What follows belongs to an exercise in optimizing a design on an open flow for small area, a short achievable clock period and few clock cycles per item; a production flow would make more cautious choices. The RTL was checked by simulation tests, not by an equivalence proof against the original design.

== north ==
## top_module
module top_module(clk, reset, INIT, READY, DONE,
                  input_ram_en, input_ram_addr, input_ram_data,
                  filter_rom_en, filter_rom_addr, filter_rom_data,
                  conv_valid, conv_out);
input clk;
input reset;
input INIT;
output READY;
output DONE;
output input_ram_en;
output [9:0] input_ram_addr;
input [63:0] input_ram_data;
output filter_rom_en;
output filter_rom_addr;
input [63:0] filter_rom_data;
output conv_valid;
output [19:0] conv_out;
reg ready_q;
reg rd_en;
reg [9:0] rd_addr;
wire start = ready_q & INIT;
wire rd_last = (rd_addr == 10'd513);
always @(posedge clk) begin
    if (!reset) begin
        ready_q <= 1'b1;
        rd_en <= 1'b0;
        rd_addr <= 10'd0;
    end else begin
        if (start) begin
            ready_q <= 1'b0;
            rd_en <= 1'b1;
            rd_addr <= 10'd0;
        end else if (rd_en) begin
            rd_addr <= rd_addr + 10'd1;
            if (rd_last) rd_en <= 1'b0;
        end
        if (DONE) ready_q <= 1'b1;
    end
end
assign READY = ready_q;
assign input_ram_en = rd_en;
assign input_ram_addr = rd_addr;
assign filter_rom_en = rd_en;
assign filter_rom_addr = rd_addr[0];
reg [4:0] vo_p;
reg [4:0] last_p;
always @(posedge clk) begin
    if (!reset) begin
        vo_p <= 5'd0;
        last_p <= 5'd0;
    end else begin
        vo_p <= {vo_p[3:0], rd_en & rd_addr[0]};
        last_p <= {last_p[3:0], rd_en & rd_last};
    end
end
assign conv_valid = vo_p[4];
assign DONE = last_p[4];
reg [0:0] g_q;
always @(posedge clk)
    g_q <= {1{vo_p[2]}};
reg [19:0] acc;
wire p1;
wire p2;
wire p3;
wire p4;
wire p5;
wire p6;
wire p7;
wire p8;
wire p9;
wire p10;
wire p11;
wire p12;
wire p13;
wire p14;
wire p15;
wire p16;
wire p17;
wire p18;
wire p19;
wire p20;
wire p21;
wire p22;
wire p23;
wire p24;
wire p25;
wire p26;
wire p27;
wire p28;
wire p29;
wire p30;
wire p31;
wire p32;
wire p33;
wire p34;
wire p35;
wire p36;
wire p37;
wire p38;
wire p39;
wire p40;
wire p41;
wire p42;
wire p43;
wire p44;
wire p45;
wire p46;
wire p47;
wire p48;
wire p49;
wire p50;
wire p51;
wire p52;
wire p53;
wire p54;
wire p55;
wire p56;
wire p57;
wire p58;
wire p59;
wire p60;
wire p61;
wire p62;
wire p63;
wire p64;
wire p65;
  ...
Size: ~1700 cells after synthesis, roughly 170 I/O pins.
==> flow/config.mk <==
export PLATFORM = sky130hd
export DESIGN_NAME = top_module
export DESIGN_NICKNAME = top_module
export VERILOG_FILES = /design/flow/design.v
export SDC_FILE = /design/flow/constraint.sdc
export NUM_CORES = 4
export LEC_CHECK = 0
export CAP_MARGIN = 20
export CORE_MARGIN = 2
export CORE_UTILIZATION = 55
export PLACE_DENSITY = 0.75
export SETUP_SLACK_MARGIN = 3.4
export SLEW_MARGIN = 20
export SYNTH_HIERARCHICAL = 1
export SYNTH_MINIMUM_KEEP_SIZE = 0
==> flow/constraint.sdc <==
create_clock -name core_clock -period 6.0 [get_ports {clk}]
set_input_delay 1.2000 -clock core_clock [delete_from_list [all_inputs] [get_ports {clk}]]
set_output_delay 1.2000 -clock core_clock [all_outputs]
set_load 0.01 [all_outputs]
standard.sh (not shown) runs the stock make flow with config.mk's settings and CLKGATE_MAP_FILE= SYNTH_SCRIPT=/design/flow/synth_recipe.tcl, a recipe that flattens the netlist after the stock synthesis.
==> flow/flow/run.sh <==
#!/bin/bash
# Layout flow: the standard ORFS flow (standard.sh), with two changes:
#  - the port buffers that global placement puts on every input and output are
#    sky130_fd_sc_hd__buf_1 cells (timing repair may still resize them);
#  - clock tree synthesis arguments: -sink_clustering_enable -repair_clock_nets -dont_use_dummy_load -buf_list sky130_fd_sc_hd__clkbuf_8 -sink_clustering_size 15 -sink_clustering_max_diameter 60
# The whole make output goes to flow_make.log in the work folder; ORFS also keeps
# each step's own log under orfs/logs/.
set -euo pipefail
export BUFFER_PORTS_ARGS="-buffer_cell sky130_fd_sc_hd__buf_1"
export CTS_ARGS="-sink_clustering_enable -repair_clock_nets -dont_use_dummy_load -buf_list sky130_fd_sc_hd__clkbuf_8 -sink_clustering_size 15 -sink_clustering_max_diameter 60"
bash standard.sh "BUFFER_PORTS_ARGS=$BUFFER_PORTS_ARGS" "CTS_ARGS=$CTS_ARGS" finish > flow_make.log 2>&1
Testbench counts of north, summed over its fixed seeds: cycles 8,320, items 4,112.
The following lists how south was set up differently from north:
diff --git a/flow/flow/run.sh b/flow/flow/run.sh
--- a/flow/flow/run.sh
+++ b/flow/flow/run.sh
@@ -2,3 +2,7 @@
-# Layout flow: the standard ORFS flow (standard.sh), with two changes:
-#  - the port buffers that global placement puts on every input and output are
-#    sky130_fd_sc_hd__buf_1 cells (timing repair may still resize them);
+# Layout flow: the standard ORFS flow (standard.sh), with these changes:
+#  - port buffers: at the start of global placement, flow/pre_gpl.tcl removes the
+#    synthesis buffers (as the standard flow does there) and puts a
+#    sky130_fd_sc_hd__buf_4 on every input port and a sky130_fd_sc_hd__buf_1 on every
+#    output port, in place of the standard buffer_ports call; they are kept through
+#    the step's own remove_buffers and released for timing repair by
+#    flow/post_gpl.tcl;
@@ -9 +12,0 @@
-export BUFFER_PORTS_ARGS="-buffer_cell sky130_fd_sc_hd__buf_1"
@@ -11 +14 @@
-bash standard.sh "BUFFER_PORTS_ARGS=$BUFFER_PORTS_ARGS" "CTS_ARGS=$CTS_ARGS" finish > flow_make.log 2>&1
+bash standard.sh "DONT_BUFFER_PORTS=1" "PRE_GLOBAL_PLACE_TCL=$PWD/flow/pre_gpl.tcl" "POST_GLOBAL_PLACE_TCL=$PWD/flow/post_gpl.tcl" "CTS_ARGS=$CTS_ARGS" finish > flow_make.log 2>&1
==> flow/flow/post_gpl.tcl (new file) <==
# Let timing repair resize the port buffers again.
unset_dont_touch [get_cells {input* output*}]
==> flow/flow/pre_gpl.tcl (new file) <==
# Buffer every input and output port (the standard flow's buffer_ports, with chosen cells).
remove_buffers
buffer_ports -inputs -buffer_cell sky130_fd_sc_hd__buf_4
buffer_ports -outputs -buffer_cell sky130_fd_sc_hd__buf_1
set_dont_touch [get_cells {input* output*}]
puts "port buffers: [llength [get_cells {input* output*}]]"
## What came out
The final layout from south, which completed every stage, passed the timing, DRC and antenna checks at the end of the flow.
Comparing north with south, the final cell count came out essentially unchanged.
Lower met1 usage in global routing was reported by north, not south.
The higher worst setup margin of south and north is in south.

-- static timing again, ports no longer ideal --
How much do the figures lean on ideal ports? The routed layouts below were timed once more, with nothing changed but the port constraints.
Step 1, drivers: a clkbuf_16 drives clk and a buf_2 each remaining input, both assumed.
Step 2 also shifts input and output timing later by t, the mid clock arrival at the registers, as if the neighbouring blocks saw the same clock.
Three values: ideal, step 1, step 2; two values: the first two.
| run | t, ns | setup slack, ns | worst setup path after step 2 |
|---|---|---|---|
| north | 0.635 | 3.393 / 3.418 / 2.782 | input to register |
| south | 0.615 | 3.429 / 3.447 / 2.837 | input to register |
After both steps every run listed still meets setup and hold. The setup slack of north, which loses most, moves by +0.025 ns with the drivers and by -0.611 ns with both steps.
